This is an optimization exercise on Yosys and OpenROAD, whose aim is small area, not a production implementation.
Function was checked by simulation only, so behaviour that the tests miss may differ from the original.
No activity file was given, so power comes from the tool's default toggle rates.

[design.v]
module decoder(
    input [1:0] pix_data,
    input [2:0] sel,
    output reg [7:0] decoded_pix_data
    );
always @(*) begin
    if (sel == 3'b111) begin                     
        if (pix_data == 2'b00) 
            decoded_pix_data = 8'b00000000;
        else if (pix_data == 2'b11)
            decoded_pix_data = 8'b11111111;
        else 
            decoded_pix_data = 8'b01100100;    
    end else if (sel == 3'b110) begin                  
        if (pix_data == 2'b00) 
            decoded_pix_data = 8'b00000000;
        else if (pix_data == 2'b11)
            decoded_pix_data = 8'b10010110;
        else 
            decoded_pix_data = 8'b00110010; 
    end else if (sel == 3'b001) begin                  
        if (pix_data == 2'b00) 
            decoded_pix_data = 8'b00000000;
        else if (pix_data == 2'b11)
            decoded_pix_data = 8'b10010110;
        else 
            decoded_pix_data = 8'b00110010;
    end else 
        decoded_pix_data = 8'b00000000;        
end   
endmodule
module pixel_memory_cubes (
    input  [9:0] width,
    input  [8:0] height,
    output reg [1:0] pix_value
);
    wire [9:0] x = width;
    wire [8:0] y = height;
    wire [5:0] a = x[9:4];
    wire [4:0] b = y[8:4];
    wire [2:0] bm5 = b % 5;
    wire       par = (b / 5) & 1'b1;
    wire [3:0] l = x[3:0];
    wire [2:0] am5 = (a + (par ? (3'd2 + l[3]) : 3'd0)) % 5;
    wire [6:0] u = {am5, l[3] ^ par, l[2:0]};
    wire [6:0] v = {bm5, y[3:0]};
    wire [7:0] s = u + v;
    always @(*) begin
        if (v == 7'd0 || v == 7'd79)
            pix_value = 2'd0;
        else if (v < 7'd40)
            pix_value = (u < v) ? 2'd1 : (s >= 8'd80) ? 2'd3 : 2'd0;
        else if (u <= 7'd39)
            pix_value = (u + 7'd39 >= v) ? 2'd1 : 2'd0;
        else
            pix_value = (s <= 8'd118) ? 2'd3 : 2'd0;
    end
endmodule
module pixel_memory_logo (
    input  [9:0] width,
    input  [8:0] height,
    output reg [1:0] pix_value
);
    wire [9:0] x = width;
    wire [8:0] y = height;
    reg [3:0] rc; reg [5:0] cc;
    always @(*) begin
        rc = 4'd0;
        if (y >= 9'd361) rc = 4'd0;
        else if (y >= 9'd345) rc = 4'd14;
        else if (y >= 9'd329) rc = 4'd13;
        else if (y >= 9'd313) rc = 4'd12;
        else if (y >= 9'd297) rc = 4'd11;
        else if (y >= 9'd281) rc = 4'd10;
        else if (y >= 9'd249) rc = 4'd9;
        else if (y >= 9'd233) rc = 4'd8;
        else if (y >= 9'd217) rc = 4'd7;
        else if (y >= 9'd201) rc = 4'd6;
        else if (y >= 9'd185) rc = 4'd5;
        else if (y >= 9'd169) rc = 4'd4;
        else if (y >= 9'd153) rc = 4'd3;
        else if (y >= 9'd137) rc = 4'd2;
        else if (y >= 9'd120) rc = 4'd1;
        cc = 6'd0;
        if (x >= 10'd577) cc = 6'd43;
        else if (x >= 10'd560) cc = 6'd42;
        else if (x >= 10'd545) cc = 6'd41;
        else if (x >= 10'd528) cc = 6'd40;
        else if (x >= 10'd513) cc = 6'd39;
        else if (x >= 10'd496) cc = 6'd38;
        else if (x >= 10'd481) cc = 6'd37;
        else if (x >= 10'd465) cc = 6'd36;
        else if (x >= 10'd464) cc = 6'd35;
        else if (x >= 10'd449) cc = 6'd34;
        else if (x >= 10'd448) cc = 6'd33;
        else if (x >= 10'd433) cc = 6'd32;
        else if (x >= 10'd417) cc = 6'd31;
        else if (x >= 10'd416) cc = 6'd30;
        else if (x >= 10'd401) cc = 6'd29;
        else if (x >= 10'd400) cc = 6'd28;
        else if (x >= 10'd385) cc = 6'd27;
        else if (x >= 10'd384) cc = 6'd26;
        else if (x >= 10'd369) cc = 6'd25;
        else if (x >= 10'd368) cc = 6'd24;
        else if (x >= 10'd353) cc = 6'd23;
        else if (x >= 10'd352) cc = 6'd22;
        else if (x >= 10'd337) cc = 6'd21;
        else if (x >= 10'd336) cc = 6'd20;
        else if (x >= 10'd321) cc = 6'd19;
        else if (x >= 10'd320) cc = 6'd18;
        else if (x >= 10'd305) cc = 6'd17;
        else if (x >= 10'd288) cc = 6'd16;
        else if (x >= 10'd273) cc = 6'd15;
        else if (x >= 10'd256) cc = 6'd14;
        else if (x >= 10'd241) cc = 6'd13;
        else if (x >= 10'd224) cc = 6'd12;
        else if (x >= 10'd209) cc = 6'd11;
        else if (x >= 10'd193) cc = 6'd10;
        else if (x >= 10'd192) cc = 6'd9;
        else if (x >= 10'd176) cc = 6'd8;
        else if (x >= 10'd169) cc = 6'd7;
        else if (x >= 10'd152) cc = 6'd6;
        else if (x >= 10'd145) cc = 6'd5;
        else if (x >= 10'd128) cc = 6'd4;
        else if (x >= 10'd112) cc = 6'd3;
        else if (x >= 10'd97) cc = 6'd2;
        else if (x >= 10'd80) cc = 6'd1;
        case ({rc, cc})
            {4'd1, 6'd1}: pix_value = 2'd1;
            {4'd1, 6'd2}: pix_value = 2'd1;
            {4'd1, 6'd3}: pix_value = 2'd1;
            {4'd1, 6'd4}: pix_value = 2'd1;
            {4'd1, 6'd8}: pix_value = 2'd1;
            {4'd1, 6'd9}: pix_value = 2'd1;
            {4'd1, 6'd10}: pix_value = 2'd1;
            {4'd1, 6'd11}: pix_value = 2'd1;
            {4'd1, 6'd12}: pix_value = 2'd1;
            {4'd2, 6'd1}: pix_value = 2'd1;
            {4'd2, 6'd4}: pix_value = 2'd1;
            {4'd2, 6'd8}: pix_value = 2'd1;
            {4'd2, 6'd9}: pix_value = 2'd1;
            {4'd2, 6'd12}: pix_value = 2'd1;
            {4'd3, 6'd1}: pix_value = 2'd1;
            {4'd3, 6'd4}: pix_value = 2'd1;
            {4'd3, 6'd8}: pix_value = 2'd1;
            {4'd3, 6'd9}: pix_value = 2'd1;
            {4'd3, 6'd12}: pix_value = 2'd1;
            {4'd3, 6'd14}: pix_value = 2'd1;
            {4'd3, 6'd16}: pix_value = 2'd1;
            {4'd4, 6'd1}: pix_value = 2'd1;
            {4'd4, 6'd4}: pix_value = 2'd1;
            {4'd4, 6'd8}: pix_value = 2'd1;
            {4'd4, 6'd9}: pix_value = 2'd1;
            {4'd4, 6'd12}: pix_value = 2'd1;
            {4'd4, 6'd16}: pix_value = 2'd1;
            {4'd4, 6'd20}: pix_value = 2'd1;
            {4'd4, 6'd21}: pix_value = 2'd1;
            {4'd4, 6'd22}: pix_value = 2'd1;
            {4'd4, 6'd24}: pix_value = 2'd1;
            {4'd4, 6'd25}: pix_value = 2'd1;
            {4'd4, 6'd26}: pix_value = 2'd1;
            {4'd4, 6'd28}: pix_value = 2'd1;
            {4'd4, 6'd29}: pix_value = 2'd1;
            {4'd4, 6'd30}: pix_value = 2'd1;
            {4'd4, 6'd31}: pix_value = 2'd1;
            {4'd4, 6'd33}: pix_value = 2'd1;
            {4'd4, 6'd34}: pix_value = 2'd1;
            {4'd4, 6'd35}: pix_value = 2'd1;
            {4'd4, 6'd36}: pix_value = 2'd1;
            {4'd4, 6'd37}: pix_value = 2'd1;
            {4'd4, 6'd38}: pix_value = 2'd1;
            {4'd5, 6'd1}: pix_value = 2'd1;
            {4'd5, 6'd4}: pix_value = 2'd1;
            {4'd5, 6'd5}: pix_value = 2'd1;
            {4'd5, 6'd6}: pix_value = 2'd1;
            {4'd5, 6'd7}: pix_value = 2'd1;
            {4'd5, 6'd8}: pix_value = 2'd1;
            {4'd5, 6'd9}: pix_value = 2'd1;
            {4'd5, 6'd12}: pix_value = 2'd1;
            {4'd5, 6'd14}: pix_value = 2'd1;
            {4'd5, 6'd16}: pix_value = 2'd1;
            {4'd5, 6'd18}: pix_value = 2'd1;
            {4'd5, 6'd19}: pix_value = 2'd1;
            {4'd5, 6'd20}: pix_value = 2'd1;
            {4'd5, 6'd24}: pix_value = 2'd1;
            {4'd5, 6'd25}: pix_value = 2'd1;
            {4'd5, 6'd26}: pix_value = 2'd1;
            {4'd5, 6'd27}: pix_value = 2'd1;
            {4'd5, 6'd28}: pix_value = 2'd1;
            {4'd5, 6'd33}: pix_value = 2'd1;
            {4'd5, 6'd34}: pix_value = 2'd1;
            {4'd5, 6'd35}: pix_value = 2'd1;
            {4'd5, 6'd38}: pix_value = 2'd1;
            {4'd6, 6'd1}: pix_value = 2'd1;
            {4'd6, 6'd12}: pix_value = 2'd1;
            {4'd6, 6'd14}: pix_value = 2'd1;
            {4'd6, 6'd16}: pix_value = 2'd1;
            {4'd6, 6'd17}: pix_value = 2'd1;
            {4'd6, 6'd18}: pix_value = 2'd1;
            {4'd6, 6'd24}: pix_value = 2'd1;
            {4'd6, 6'd25}: pix_value = 2'd1;
            {4'd6, 6'd26}: pix_value = 2'd1;
            {4'd6, 6'd33}: pix_value = 2'd1;
            {4'd6, 6'd34}: pix_value = 2'd1;
            {4'd6, 6'd35}: pix_value = 2'd1;
            {4'd6, 6'd38}: pix_value = 2'd1;
            {4'd7, 6'd1}: pix_value = 2'd1;
            {4'd7, 6'd3}: pix_value = 2'd0;
            {4'd7, 6'd4}: pix_value = 2'd0;
            {4'd7, 6'd5}: pix_value = 2'd0;
            {4'd7, 6'd6}: pix_value = 2'd0;
            {4'd7, 6'd7}: pix_value = 2'd0;
            {4'd7, 6'd8}: pix_value = 2'd0;
            {4'd7, 6'd9}: pix_value = 2'd0;
            {4'd7, 6'd10}: pix_value = 2'd0;
            {4'd7, 6'd12}: pix_value = 2'd1;
            {4'd7, 6'd14}: pix_value = 2'd1;
            {4'd7, 6'd16}: pix_value = 2'd1;
            {4'd7, 6'd18}: pix_value = 2'd1;
            {4'd7, 6'd19}: pix_value = 2'd1;
            {4'd7, 6'd20}: pix_value = 2'd1;
            {4'd7, 6'd24}: pix_value = 2'd1;
            {4'd7, 6'd25}: pix_value = 2'd1;
            {4'd7, 6'd26}: pix_value = 2'd1;
            {4'd7, 6'd33}: pix_value = 2'd1;
            {4'd7, 6'd34}: pix_value = 2'd1;
            {4'd7, 6'd35}: pix_value = 2'd1;
            {4'd7, 6'd38}: pix_value = 2'd1;
            {4'd8, 6'd1}: pix_value = 2'd1;
            {4'd8, 6'd6}: pix_value = 2'd0;
            {4'd8, 6'd12}: pix_value = 2'd1;
            {4'd8, 6'd14}: pix_value = 2'd1;
            {4'd8, 6'd16}: pix_value = 2'd1;
            {4'd8, 6'd20}: pix_value = 2'd1;
            {4'd8, 6'd21}: pix_value = 2'd1;
            {4'd8, 6'd22}: pix_value = 2'd1;
            {4'd8, 6'd24}: pix_value = 2'd1;
            {4'd8, 6'd25}: pix_value = 2'd1;
            {4'd8, 6'd26}: pix_value = 2'd1;
            {4'd8, 6'd33}: pix_value = 2'd1;
            {4'd8, 6'd34}: pix_value = 2'd1;
            {4'd8, 6'd35}: pix_value = 2'd1;
            {4'd8, 6'd36}: pix_value = 2'd1;
            {4'd8, 6'd37}: pix_value = 2'd1;
            {4'd8, 6'd38}: pix_value = 2'd1;
            {4'd9, 6'd1}: pix_value = 2'd1;
            {4'd9, 6'd6}: pix_value = 2'd0;
            {4'd10, 6'd1}: pix_value = 2'd1;
            {4'd10, 6'd6}: pix_value = 2'd0;
            {4'd10, 6'd9}: pix_value = 2'd0;
            {4'd10, 6'd10}: pix_value = 2'd0;
            {4'd10, 6'd11}: pix_value = 2'd0;
            {4'd10, 6'd12}: pix_value = 2'd0;
            {4'd10, 6'd14}: pix_value = 2'd0;
            {4'd10, 6'd15}: pix_value = 2'd0;
            {4'd10, 6'd16}: pix_value = 2'd0;
            {4'd10, 6'd18}: pix_value = 2'd0;
            {4'd10, 6'd19}: pix_value = 2'd0;
            {4'd10, 6'd20}: pix_value = 2'd0;
            {4'd10, 6'd21}: pix_value = 2'd0;
            {4'd10, 6'd22}: pix_value = 2'd0;
            {4'd10, 6'd23}: pix_value = 2'd0;
            {4'd10, 6'd24}: pix_value = 2'd0;
            {4'd10, 6'd26}: pix_value = 2'd0;
            {4'd10, 6'd27}: pix_value = 2'd0;
            {4'd10, 6'd28}: pix_value = 2'd0;
            {4'd10, 6'd30}: pix_value = 2'd0;
            {4'd10, 6'd31}: pix_value = 2'd0;
            {4'd10, 6'd32}: pix_value = 2'd0;
            {4'd10, 6'd33}: pix_value = 2'd0;
            {4'd10, 6'd35}: pix_value = 2'd0;
            {4'd10, 6'd36}: pix_value = 2'd0;
            {4'd10, 6'd38}: pix_value = 2'd0;
            {4'd11, 6'd1}: pix_value = 2'd1;
            {4'd11, 6'd6}: pix_value = 2'd0;
            {4'd11, 6'd12}: pix_value = 2'd0;
            {4'd11, 6'd14}: pix_value = 2'd0;
            {4'd11, 6'd22}: pix_value = 2'd0;
            {4'd11, 6'd23}: pix_value = 2'd0;
            {4'd11, 6'd24}: pix_value = 2'd0;
            {4'd11, 6'd26}: pix_value = 2'd0;
            {4'd11, 6'd27}: pix_value = 2'd0;
            {4'd11, 6'd28}: pix_value = 2'd0;
            {4'd11, 6'd29}: pix_value = 2'd0;
            {4'd11, 6'd30}: pix_value = 2'd0;
            {4'd11, 6'd35}: pix_value = 2'd0;
            {4'd11, 6'd36}: pix_value = 2'd0;
            {4'd11, 6'd38}: pix_value = 2'd0;
            {4'd11, 6'd39}: pix_value = 2'd0;
            {4'd11, 6'd40}: pix_value = 2'd0;
            {4'd11, 6'd41}: pix_value = 2'd0;
            {4'd11, 6'd42}: pix_value = 2'd0;
            {4'd12, 6'd1}: pix_value = 2'd1;
            {4'd12, 6'd6}: pix_value = 2'd0;
            {4'd12, 6'd9}: pix_value = 2'd0;
            {4'd12, 6'd10}: pix_value = 2'd0;
            {4'd12, 6'd11}: pix_value = 2'd0;
            {4'd12, 6'd12}: pix_value = 2'd0;
            {4'd12, 6'd14}: pix_value = 2'd0;
            {4'd12, 6'd15}: pix_value = 2'd0;
            {4'd12, 6'd16}: pix_value = 2'd0;
            {4'd12, 6'd18}: pix_value = 2'd0;
            {4'd12, 6'd19}: pix_value = 2'd0;
            {4'd12, 6'd20}: pix_value = 2'd0;
            {4'd12, 6'd21}: pix_value = 2'd0;
            {4'd12, 6'd22}: pix_value = 2'd0;
            {4'd12, 6'd23}: pix_value = 2'd0;
            {4'd12, 6'd24}: pix_value = 2'd0;
            {4'd12, 6'd26}: pix_value = 2'd0;
            {4'd12, 6'd27}: pix_value = 2'd0;
            {4'd12, 6'd28}: pix_value = 2'd0;
            {4'd12, 6'd35}: pix_value = 2'd0;
            {4'd12, 6'd36}: pix_value = 2'd0;
            {4'd12, 6'd38}: pix_value = 2'd0;
            {4'd12, 6'd40}: pix_value = 2'd0;
            {4'd12, 6'd42}: pix_value = 2'd0;
            {4'd13, 6'd1}: pix_value = 2'd1;
            {4'd13, 6'd6}: pix_value = 2'd0;
            {4'd13, 6'd9}: pix_value = 2'd0;
            {4'd13, 6'd10}: pix_value = 2'd0;
            {4'd13, 6'd12}: pix_value = 2'd0;
            {4'd13, 6'd16}: pix_value = 2'd0;
            {4'd13, 6'd18}: pix_value = 2'd0;
            {4'd13, 6'd19}: pix_value = 2'd0;
            {4'd13, 6'd20}: pix_value = 2'd0;
            {4'd13, 6'd22}: pix_value = 2'd0;
            {4'd13, 6'd23}: pix_value = 2'd0;
            {4'd13, 6'd24}: pix_value = 2'd0;
            {4'd13, 6'd26}: pix_value = 2'd0;
            {4'd13, 6'd27}: pix_value = 2'd0;
            {4'd13, 6'd28}: pix_value = 2'd0;
            {4'd13, 6'd35}: pix_value = 2'd0;
            {4'd13, 6'd36}: pix_value = 2'd0;
            {4'd13, 6'd38}: pix_value = 2'd0;
            {4'd13, 6'd42}: pix_value = 2'd0;
            {4'd14, 6'd1}: pix_value = 2'd1;
            {4'd14, 6'd6}: pix_value = 2'd0;
            {4'd14, 6'd9}: pix_value = 2'd0;
            {4'd14, 6'd10}: pix_value = 2'd0;
            {4'd14, 6'd11}: pix_value = 2'd0;
            {4'd14, 6'd12}: pix_value = 2'd0;
            {4'd14, 6'd14}: pix_value = 2'd0;
            {4'd14, 6'd15}: pix_value = 2'd0;
            {4'd14, 6'd16}: pix_value = 2'd0;
            {4'd14, 6'd18}: pix_value = 2'd0;
            {4'd14, 6'd19}: pix_value = 2'd0;
            {4'd14, 6'd20}: pix_value = 2'd0;
            {4'd14, 6'd21}: pix_value = 2'd0;
            {4'd14, 6'd22}: pix_value = 2'd0;
            {4'd14, 6'd23}: pix_value = 2'd0;
            {4'd14, 6'd24}: pix_value = 2'd0;
            {4'd14, 6'd26}: pix_value = 2'd0;
            {4'd14, 6'd27}: pix_value = 2'd0;
            {4'd14, 6'd28}: pix_value = 2'd0;
            {4'd14, 6'd35}: pix_value = 2'd0;
            {4'd14, 6'd36}: pix_value = 2'd0;
            {4'd14, 6'd38}: pix_value = 2'd0;
            {4'd14, 6'd42}: pix_value = 2'd0;
            default: pix_value = 2'd3;
        endcase
    end
endmodule
module pixel_memory_choco_bar (
    input  [9:0] width,
    input  [8:0] height,
    output reg [1:0] pix_value
);
    wire [9:0] x = width;
    wire [8:0] y = height;
    wire [7:0] xa = x[9:2] - 8'd5;
    wire [6:0] yb = y[8:2] - 7'd10;
    wire [4:0] xm = xa % 8'd25;
    wire [4:0] ym = yb % 7'd25;
    wire [6:0] u = {xm, x[1:0]};
    wire [6:0] v = {ym, y[1:0]};
    wire [7:0] s = u + v;
    wire in_y = (y >= 9'd41) && (y <= 9'd439);
    wire in_x = (x >= 10'd19) && (x <= 10'd619);
    reg t;
    always @(*) begin
        if (v >= 7'd25 && v <= 7'd74)
            t = (u <= 7'd23) || (s >= 8'd100 && u <= 7'd74);
        else
            t = (s <= 8'd98);
        if (!(in_x && in_y))
            pix_value = 2'd0;
        else if (x == 10'd19 || t)
            pix_value = 2'd3;
        else
            pix_value = 2'd1;
    end
endmodule
module frame_timing_gen #(
    parameter FPS               = 30,
    parameter CLK_FREQ_HZ       = 100_000_000,
    parameter FVAL2LVAL         = 50,
    parameter LVAL2DVAL         = 80,
    parameter DVAL_HIGH         = 640,
    parameter ROW_COUNT         = 480,
    parameter LVAL_HIGH         = 800,
    parameter LVAL_LOW          = 100
)(
    input clk,
    input rst,
    input en,
    output reg fval,
    output reg dval,
    output reg lval,
    output lval_negedge_out,
    output fval_posedge_out
    );
localparam FRAME_CYCLES = CLK_FREQ_HZ / FPS;
reg [18:0] counter_fval;
reg [9:0]  counter_lval;
reg [9:0]  counter_dval;
reg [5:0]  counter_fval2lval;
reg [6:0]  counter_lval2dval;
reg [8:0]  line_counter;
reg fval_samp;
reg lval_samp;
reg en_samp; 
wire fval_posedge; 
wire lval_negedge;
wire en_posedge;
assign lval_negedge_out = lval_negedge;
assign fval_posedge_out = fval_posedge;
assign fval_posedge = fval && !fval_samp; 
assign lval_negedge = !lval && lval_samp; 
assign en_posedge = en && !en_samp; 
always @(posedge clk or posedge rst) begin
    if (rst == 1) begin
      counter_fval <= 0;
      counter_lval <= 0;
      counter_dval <= 0;
      counter_fval2lval <= 1;
      counter_lval2dval <= 1;
      line_counter <= 0;
      fval <= 1'b0;
      lval <= 1'b0;
      dval <= 1'b0;
      fval_samp <= 1'b0;
      lval_samp <= 1'b0;
      en_samp <= 1'b0;
    end else begin
        if (en_posedge) begin
            fval <= 1'b1; 
            counter_fval <= 1;
        end    
        en_samp <= en;
        if (lval_negedge) begin
            if (line_counter >= (ROW_COUNT - 1)) begin        
                lval <= 1'b0;
                dval <= 1'b0;
                fval <= 1'b0;            
            end else begin
                line_counter <= line_counter + 1;
                lval <= 1'b1;
                counter_dval <= 0;
                counter_lval <= 0;
            end              
        end    
        lval_samp <= lval;  
        if (fval_posedge) begin
            line_counter <= 0;
            counter_fval <= 1;
            counter_lval <= 0;
            counter_dval <= 0;
            counter_fval2lval <= 1;
            counter_lval2dval <= 1;
        end
        fval_samp <= fval; 
        if (en == 1) begin
            if (counter_fval == FRAME_CYCLES) begin   
                fval <= 1'b1;
                counter_fval <= 1;
            end else
                counter_fval <= counter_fval + 1;
        end
        if (fval == 1) begin
            if (counter_fval2lval >= FVAL2LVAL) begin
                counter_lval <= counter_lval + 1;  
                if (counter_lval == (LVAL_HIGH + LVAL_LOW)) begin 
                    lval <= 1'b1;
                    counter_lval <= 1;
                end else if (counter_lval >= LVAL_HIGH) begin
                    lval <= 1'b0; 
                end else
                    lval <= 1'b1;       
            end else begin
                lval <= 1'b0;   
                counter_fval2lval <= counter_fval2lval + 1;      
            end
        end else begin
            lval <= 1'b0;
            counter_fval2lval <= 1; 
        end 
        if (lval == 1) begin
            if (counter_lval2dval >= LVAL2DVAL) begin
                if (counter_dval == DVAL_HIGH) begin
                    dval <= 1'b0;
                end else begin
                    counter_dval <= counter_dval + 1;
                    dval <= 1'b1;
                end      
            end else begin
                dval <= 1'b0;
                counter_lval2dval <= counter_lval2dval + 1;    
            end        
        end else begin
            dval <= 1'b0;
            counter_lval2dval <= 1;
        end
    end
end
endmodule
module frame_pattern_gen #(
    parameter DVAL_HIGH = 640,
    parameter ROW_COUNT = 480
)(
    input clk,
    input rst,
    input [2:0] sel,
    input dval,
    input lval_negedge,
    input fval_posedge,
    output reg [7:0] pix_value
    );
reg [9:0] line_counter; 
reg [9:0] counter_dval;
reg [1:0] repeat1;
reg [7:0] reg_pix_value;
reg [1:0] pix_logo;
reg [1:0] pix_cubes;
reg [1:0] pix_choco_bar;
wire [1:0] new_logo;
wire [1:0] new_cubes;
wire [1:0] new_choco_bar;
wire [7:0] decoded_pix_value_logo;
wire [7:0] decoded_pix_value_cubes;
wire [7:0] decoded_pix_value_choco_bar;
wire image_sel = (sel == 3'b001) || (sel == 3'b110) || (sel == 3'b111);
pixel_memory_logo PIX_MEM_LOGO (
    .width(counter_dval), 
    .height(line_counter[8:0]),
    .pix_value(new_logo)
);
pixel_memory_cubes PIX_MEM_CUBES (
    .width(counter_dval), 
    .height(line_counter[8:0]), 
    .pix_value(new_cubes)
);
pixel_memory_choco_bar PIX_MEM_CHOCO_BAR (
    .width(counter_dval), 
    .height(line_counter[8:0]), 
    .pix_value(new_choco_bar)
);
decoder DECODER_LOGO (
    .pix_data(pix_logo),
    .sel(sel),
    .decoded_pix_data(decoded_pix_value_logo)
);
decoder DECODER_CUBES (
    .pix_data(pix_cubes),
    .sel(sel),
    .decoded_pix_data(decoded_pix_value_cubes)    
);
decoder DECODER_CHOCO_BAR (
    .pix_data(pix_choco_bar),
    .sel(sel),
    .decoded_pix_data(decoded_pix_value_choco_bar)    
);
always @(posedge clk or posedge rst) begin
    if (rst == 1) begin
      repeat1 <= 1;
      reg_pix_value <= 0;
      line_counter <= 0;
      counter_dval <= 0;
      pix_logo <= 2'b11;
      pix_cubes <= 2'b00;
      pix_choco_bar <= 2'b00;
      pix_value <= 0;
    end else begin
        if (lval_negedge) begin
            line_counter <= line_counter + 1;
            counter_dval <= 0;
            pix_value <= 0;                 
            reg_pix_value <= 0;
        end            
        if (fval_posedge) begin
            line_counter <= 0;
            repeat1 <= 1;
            pix_value <= 0;          
            reg_pix_value <= 0;
            counter_dval <= 0;
            pix_logo <= 2'b11;
            pix_cubes <= 2'b00;
            pix_choco_bar <= 2'b00;
        end
        if (dval) begin
            counter_dval <= counter_dval + 1;
        end else 
            pix_value <= 0;
        if (dval && image_sel) begin
            pix_logo <= new_logo;
            pix_cubes <= new_cubes;
            pix_choco_bar <= new_choco_bar;
        end
        if (sel == 3'b000) begin
            if (line_counter < (ROW_COUNT / 16) ||
            (line_counter >= (ROW_COUNT * 4 / 16) && line_counter < (ROW_COUNT * 5 / 16)) ||
            (line_counter >= (ROW_COUNT * 8 / 16) && line_counter < (ROW_COUNT * 9 / 16)) ||
            (line_counter >= (ROW_COUNT * 12 / 16) && line_counter < (ROW_COUNT * 13 / 16)) ) begin
                if (dval)
                    pix_value <= 8'b00000000; 
            end else if (line_counter < (ROW_COUNT * 2 / 16) ||
            (line_counter >= (ROW_COUNT * 5 / 16) && line_counter < (ROW_COUNT * 6 / 16)) ||
            (line_counter >= (ROW_COUNT * 9 / 16) && line_counter < (ROW_COUNT * 10 / 16)) ||
            (line_counter >= (ROW_COUNT * 13 / 16) && line_counter < (ROW_COUNT * 14 / 16)) ) begin
                if (dval)
                    pix_value <= 8'b01010101;
            end else if (line_counter < (ROW_COUNT * 3 / 16) ||
            (line_counter >= (ROW_COUNT * 6 / 16) && line_counter < (ROW_COUNT * 7 / 16)) ||
            (line_counter >= (ROW_COUNT * 10 / 16) && line_counter < (ROW_COUNT * 11 / 16)) ||
            (line_counter >= (ROW_COUNT * 14 / 16) && line_counter < (ROW_COUNT * 15 / 16)) ) begin
                if (dval)
                    pix_value <= 8'b10101010;
            end else if (line_counter < (ROW_COUNT * 4 / 16) ||
            (line_counter >= (ROW_COUNT * 7 / 16) && line_counter < (ROW_COUNT * 8 / 16)) ||
            (line_counter >= (ROW_COUNT * 11 / 16) && line_counter < (ROW_COUNT * 12 / 16)) ||
            (line_counter >= (ROW_COUNT * 15 / 16) && line_counter < ROW_COUNT) ) begin
                if (dval)
                    pix_value <= 8'b11111111;
            end
        end
        if (sel == 3'b001) begin
            if (dval == 1)
                pix_value <= decoded_pix_value_choco_bar;    
        end
        if (sel == 3'b010) begin
            if (repeat1 == 2'd3) begin 
                if (dval) begin
                    pix_value <= reg_pix_value;
                    if (counter_dval % 3 == 0)
                        reg_pix_value <= reg_pix_value + 1;                   
                end
            end else
                repeat1 <= repeat1 + 1;    
        end
        if (sel == 3'b011) begin
            if (line_counter < (ROW_COUNT / 8) || 
            (line_counter >= (ROW_COUNT / 8 * 2) && line_counter < (ROW_COUNT / 8 * 3)) || 
            (line_counter >= (ROW_COUNT / 8 * 4) && line_counter < (ROW_COUNT / 8 * 5)) || 
            (line_counter >= (ROW_COUNT / 8 * 6) && line_counter < (ROW_COUNT / 8 * 7)) ) begin
                if (counter_dval <=  DVAL_HIGH / 8) begin
                    pix_value <= 8'b00000000;   
                end else if (counter_dval <= DVAL_HIGH / 8 * 2) begin
                    pix_value <= 8'b11111111; 
                end else if (counter_dval <= DVAL_HIGH / 8 * 3) begin
                    pix_value <= 8'b00000000; 
                end else if (counter_dval <= DVAL_HIGH / 8 * 4) begin
                    pix_value <= 8'b11111111; 
                end else if (counter_dval <= DVAL_HIGH / 8 * 5) begin
                    pix_value <= 8'b00000000; 
                end else if (counter_dval <= DVAL_HIGH / 8 * 6) begin
                    pix_value <= 8'b11111111; 
                end else if (counter_dval <= DVAL_HIGH / 8 * 7) begin
                    pix_value <= 8'b00000000; 
                end else
                    pix_value <= 8'b11111111; 
            end else if ((line_counter >= (ROW_COUNT / 8) && line_counter < (ROW_COUNT / 8 * 2)) || 
            (line_counter >= (ROW_COUNT / 8 * 3) && line_counter < (ROW_COUNT / 8 * 4)) ||
            (line_counter >= (ROW_COUNT / 8 * 5) && line_counter < (ROW_COUNT / 8 * 6)) || 
            (line_counter >= (ROW_COUNT / 8 * 7) && line_counter < ROW_COUNT)) begin
                if (counter_dval <=  DVAL_HIGH / 8) begin
                    pix_value <= 8'b11111111;   
                end else if (counter_dval <= DVAL_HIGH / 8 * 2) begin
                    pix_value <= 8'b00000000; 
                end else if (counter_dval <= DVAL_HIGH / 8 * 3) begin
                    pix_value <= 8'b11111111; 
                end else if (counter_dval <= DVAL_HIGH / 8 * 4) begin
                    pix_value <= 8'b00000000; 
                end else if (counter_dval <= DVAL_HIGH / 8 * 5) begin
                    pix_value <= 8'b11111111; 
                end else if (counter_dval <= DVAL_HIGH / 8 * 6) begin
                    pix_value <= 8'b00000000; 
                end else if (counter_dval <= DVAL_HIGH / 8 * 7) begin
                    pix_value <= 8'b11111111; 
                end else
                    pix_value <= 8'b00000000; 
            end else begin
                    pix_value <= 8'b11111111;
            end
        end
        if (sel == 3'b110) begin
            if (dval == 1)
                pix_value <= decoded_pix_value_cubes;    
        end
        if (sel == 3'b111) begin
            if (dval == 1)
                pix_value <= decoded_pix_value_logo;    
        end  
    end
end
endmodule
module frame_gen #(
    parameter FPS               = 30,
    parameter CLK_FREQ_HZ       = 13200000,
    parameter FVAL2LVAL         = 50,
    parameter LVAL2DVAL         = 80,
    parameter WIDTH             = 640,
    parameter HEIGHT            = 480,
    parameter LVAL_HIGH         = 800,
    parameter LVAL_LOW          = 100,
    parameter BPP               = 8
)(
    input clk,
    input rst,
    input en,                
    input [2:0] sel,         
    output fval,
    output lval,
    output dval,
    output [BPP-1:0] pix_data
    );
wire lval_negedge_out;
wire fval_posedge_out;
wire fval_out;
wire lval_out;
wire dval_out;
wire [7:0] pix_value; 
assign fval = fval_out;
assign lval = lval_out;
assign dval = dval_out;
assign pix_data = pix_value;
frame_timing_gen #(.FPS(FPS),.CLK_FREQ_HZ(CLK_FREQ_HZ),.FVAL2LVAL(FVAL2LVAL),.LVAL2DVAL(LVAL2DVAL),
.DVAL_HIGH(WIDTH),.ROW_COUNT(HEIGHT),.LVAL_HIGH(LVAL_HIGH),.LVAL_LOW(LVAL_LOW)) 
FRAME_TIME_GEN (
    .clk(clk),
    .rst(rst),
    .en(en),
    .fval(fval_out),
    .lval(lval_out),
    .dval(dval_out),
    .lval_negedge_out(lval_negedge_out),
    .fval_posedge_out(fval_posedge_out)
);  
frame_pattern_gen #(.DVAL_HIGH(WIDTH),.ROW_COUNT(HEIGHT))
FRAME_PAT_GEN(
    .clk(clk),
    .rst(rst),
    .sel(sel),
    .dval(dval_out),
    .lval_negedge(lval_negedge_out),
    .fval_posedge(fval_posedge_out),
    .pix_value(pix_value)
);    
endmodule
[run.sh]
#!/bin/bash
# synth_recipe.tcl (not shown) runs the flow's synth.tcl, then flattens the netlist and writes it again
# the make line also repeats each setting of config.mk as NAME=value (left out here)
make -C /OpenROAD-flow-scripts/flow DESIGN_CONFIG=/design/flow/config.mk WORK_HOME=/design/flow/orfs CLKGATE_MAP_FILE= SYNTH_SCRIPT=/design/flow/synth_recipe.tcl finish
[config.mk]
export PLATFORM = sky130hd
export DESIGN_NAME = frame_gen
export DESIGN_NICKNAME = frame_gen
export VERILOG_FILES = /design/flow/design.v
export SDC_FILE = /design/flow/constraint.sdc
export NUM_CORES = 4
export LEC_CHECK = 0
export CAP_MARGIN = 20
export CORE_MARGIN = 2
export CORE_UTILIZATION = 40
export SLEW_MARGIN = 20
export SYNTH_MEMORY_MAX_BITS = 1048576
[constraint.sdc]
create_clock -name core_clock -period 100.0 [get_ports {clk}]
set_input_delay 20.0000 -clock core_clock [delete_from_list [all_inputs] [get_ports {clk}]]
set_output_delay 20.0000 -clock core_clock [all_outputs]
set_load 0.01 [all_outputs]
==> summary.txt <==
status=finished clean; vias in the first global route=13,346; Max Clock Freq=44.2 MHz; CP Max Fanout=19; CTS Buffer Depth=2; Worst R2R End=FRAME_PAT_GEN.pix_cubes[0]$_DFFE_PP0P_; Clock Latency Late Sink=0.37 ns; Worst Max-Slew Pin Slew=1.01 ns; synthesized area=0.0138 mm2; root buffer cell=clkbuf_16; Hold Buf Count CTS=0; CP endpoint=FRAME_PAT_GEN.reg_pix_value[6]$_DFF_PP0_; vias post-DR=14,415; worst rel slew slack=31.9%; crit start category=input pin; Leak=5.92 nW; setup ws final=just under 80 ns; Initial Util=40.3%; FF+latch count, synth=~110; DR iter-0 viols=1,421; TritonCTS clock tree=done; final instance area=roughly 0.015 mm2; Setup TNS Final=0 ns; Seq/Total Area, Yosys=around a fifth; initial antenna violation count=0; Hold Crit Class=register to register; htree depth=3; wire per inst=approximately 18 um; Fin. Hold Viols=0; Period Utilization, post-route=22.6%; Unique masters post-synth=around 110; layout cell share with drive strength beyond 1=5.22%; # DRC=0; crit end category=register; placed inst area=0.0143 mm2; max_cap viols=0; RSZ-0062 raised after global routing=false; syn_area_per_cell=7.23 um2; Async S/R FF share, synth=100%; Reg-to-Reg Start=FRAME_PAT_GEN.line_counter[6]$_DFFE_PP0P_; Setup Skew=0.0135 ns; first-pass GRT wire length=67,900 um; Post-Synthesis Cells=~1,900; reg2reg path depth=47; Worst setup startpoint=sel[0]; Pwr Density=5.95 mW/mm2; n_diodes=0; EDFF count, synth=0; reg2reg setup slack=slightly below 90 ns; fill count=3,483; Max rail drop VDD=9.69 uV; # setup viols final=0; largest net degree at the start of global routing=73; Multi-input gate area=0.0103 mm2; DR vias/cell=6.23; CP Class=input pin to register; CP Data Arrival Time=22.88 ns; post-cts gate resize count=0; Post-Synthesis Net Count=around 2,000; IO Count=17; Clock transition at path regs=0.08 ns; post-CTS setup buffers=0; Ys Warns=6; Synth Flop Type=dfrtp_1; floorplan die area=0.0360 mm2; Num CTS Buffers=9; Rows=68; final wirelength=slightly above 40,000 um; clk sinks=approximately 110; First-pass DRT Iterations=6; Register Area=0.00278 mm2; chip width=190 um; grt ovf=0; global-route usage over all layers=22.5%; setup slack at placement=76.99 ns; Routability Congestion=approximately 0.94; Final ANT Viol Nets=0; area grow syn2layout=5.34%; port bufs=16; total power=0.0865 mW; HPWL after detailed placement=29,800 um; Slew Viols, Final=0; Final min period=22.64 ns; Critical Path RT=100.25 ns; core area=0.0343 mm2; fin nets=1,956; die height=about 190 um
## stage by stage
stage / hold WS (ns) / cells / util, %
6_report: 0.481 / 2313 / 42.4
5_1_grt: 0.509 / 2313 / 42.4
4_1_cts: 0.484 / 2313 / 42.4
3_5_place_dp: 0.468 / 2297 / 41.6
3_3_place_gp: 0.467 / 2297 / 41.6
2_1_floorplan: 0.445 / 1911 / -
## metal layers
layer	vias up	track usage [%]	part of all wire (%)
met5	-	0	0
met1	6833	32.4	47
met4	0	6.53	1.9
met2	569	35.5	44
li1	6943	-	-
met3	70	2.64	7.1
## sequential cells by signal, summed over array words and instances (netlist names), 6 cells and up
register                          flops
FRAME_TIME_GEN.counter_fval2lval      6
FRAME_TIME_GEN.counter_lval          10
FRAME_TIME_GEN.line_counter           9
FRAME_PAT_GEN.counter_dval           10
FRAME_TIME_GEN.counter_fval          19
FRAME_TIME_GEN.counter_dval          10
FRAME_TIME_GEN.counter_lval2dval      7
FRAME_PAT_GEN.reg_pix_value           8
FRAME_PAT_GEN.line_counter           10
FRAME_PAT_GEN.pix_value               8
## cells by family (layout without fill, tap and decap cells)
kind of cell,count (synthesis),in the layout,share of synthesized area (%)
simple gates,713,713,25.1
compound gates,682,682,32.5
buf+inv,195,142,5.63
flops,111,111,20.2
fa+ha+maj,99,99,9.04
xor+xnor,78,78,5.05
mux,33,33,2.46
## report_power, final
part	internal, mW	switching (mW)	total, mW
clock network	0.0174	0.0182	0.0356
logic	0.00146	0.00266	0.00412
registers	0.0459	0.000900	0.0468
total	0.0648	0.0218	0.0865
## cells in the mapped netlist (21+ instances only)
master / count / area (um2)
nand3_1: 72 / 360
ha_1: 95 / 1190
o21a_1: 21 / 158
dfrtp_1: 106 / 2650
mux2i_1: 25 / 250
a211oi_1: 21 / 158
nand2b_1: 27 / 169
and3_1: 31 / 194
a21oi_1: 152 / 761
o22ai_1: 21 / 131
clkbuf_1: 73 / 274
inv_1: 79 / 297
o31ai_1: 24 / 180
nor2_1: 179 / 672
a31oi_1: 34 / 213
o21ai_0: 193 / 966
xnor2_1: 54 / 473
nand2_1: 205 / 769
nor3_1: 55 / 275
nand4_1: 22 / 138
nor2b_1: 25 / 156
xor2_1: 23 / 201
## layout by cell type, fill, tap and decap left out, drive strengths merged, types with 27 or more instances in the layout
cell type and instances:
nand3 72, and3 31, dfrtp 106, nand2b 27, a21oi 154, o21ai 203, nand2 205, xnor2 54
nor2 180, inv 81, a31oi 35, nor3 56, ha 95
## cell type report
cell class	count	area share, %
multi-input combinational	1605	70.5
sequential	111	19.1
tap	455	3.91
inverter	89	2.31
timing repair buffer	37	2.18
clock buffer	10	1.57
clock inverter	6	0.396
## critical path, cell delays in order
cell and delay, ns:
clkdlybuf4s50_1 0.58, nor3b_1 0.44, and3_1 0.59, o21a_1 0.19, o311ai_0 0.12, a211o_1 0.55, a311o_1 0.40
## worst min-delay path by stage
stage	start	slack [ns]	cells past startpoint	endpoint
2_1_floorplan	FRAME_TIME_GEN.counter_fval[10]$_DFFE_PP0P_	0.45	1	FRAME_TIME_GEN.counter_fval[10]$_DFFE_PP0P_
3_3_place_gp	FRAME_TIME_GEN.counter_fval[10]$_DFFE_PP0P_	0.47	1	FRAME_TIME_GEN.counter_fval[10]$_DFFE_PP0P_
3_5_place_dp	FRAME_TIME_GEN.counter_fval[10]$_DFFE_PP0P_	0.47	1	FRAME_TIME_GEN.counter_fval[10]$_DFFE_PP0P_
4_1_cts	FRAME_TIME_GEN.counter_fval[10]$_DFFE_PP0P_	0.48	1	FRAME_TIME_GEN.counter_fval[10]$_DFFE_PP0P_
5_1_grt	FRAME_TIME_GEN.counter_fval[10]$_DFFE_PP0P_	0.51	1	FRAME_TIME_GEN.counter_fval[10]$_DFFE_PP0P_
6_report	FRAME_TIME_GEN.counter_fval[10]$_DFFE_PP0P_	0.48	1	FRAME_TIME_GEN.counter_fval[10]$_DFFE_PP0P_

[static timing again, ports no longer ideal]
The results above use ideal ports. As a check the final layout listed here was re-extracted and re-timed, cells and wires unchanged. Step 1 (the two cells are an assumption about what drives the block):
set clk [get_ports {clk}]
set_driving_cell -lib_cell sky130_fd_sc_hd__clkbuf_16 $clk
set_driving_cell -lib_cell sky130_fd_sc_hd__buf_2 [delete_from_list [all_inputs] $clk]
Step 2 adds t to the input delays and takes it off the output delays; t is the mean of the earliest and latest rising clock arrival at the registers after step 1. Input paths then give back, and output paths get back, about the clock's delay inside the block. Slacks: ideal ports / drivers / drivers and shift; pairs: ideal ports / drivers.
t, ns: 0.404
slack for setup (ns): 77.363 / 77.388 / 76.984
hold WS [ns]: 0.481 / 0.481 / 0.481
clock arrival spread, ns: 0.013 / 0.014
worst register clock-pin slew, ns: 0.08 / 0.08
After both steps setup and hold are still met in this run. The setup slack of this run moves by +0.025 ns with the drivers and by -0.379 ns with both steps.
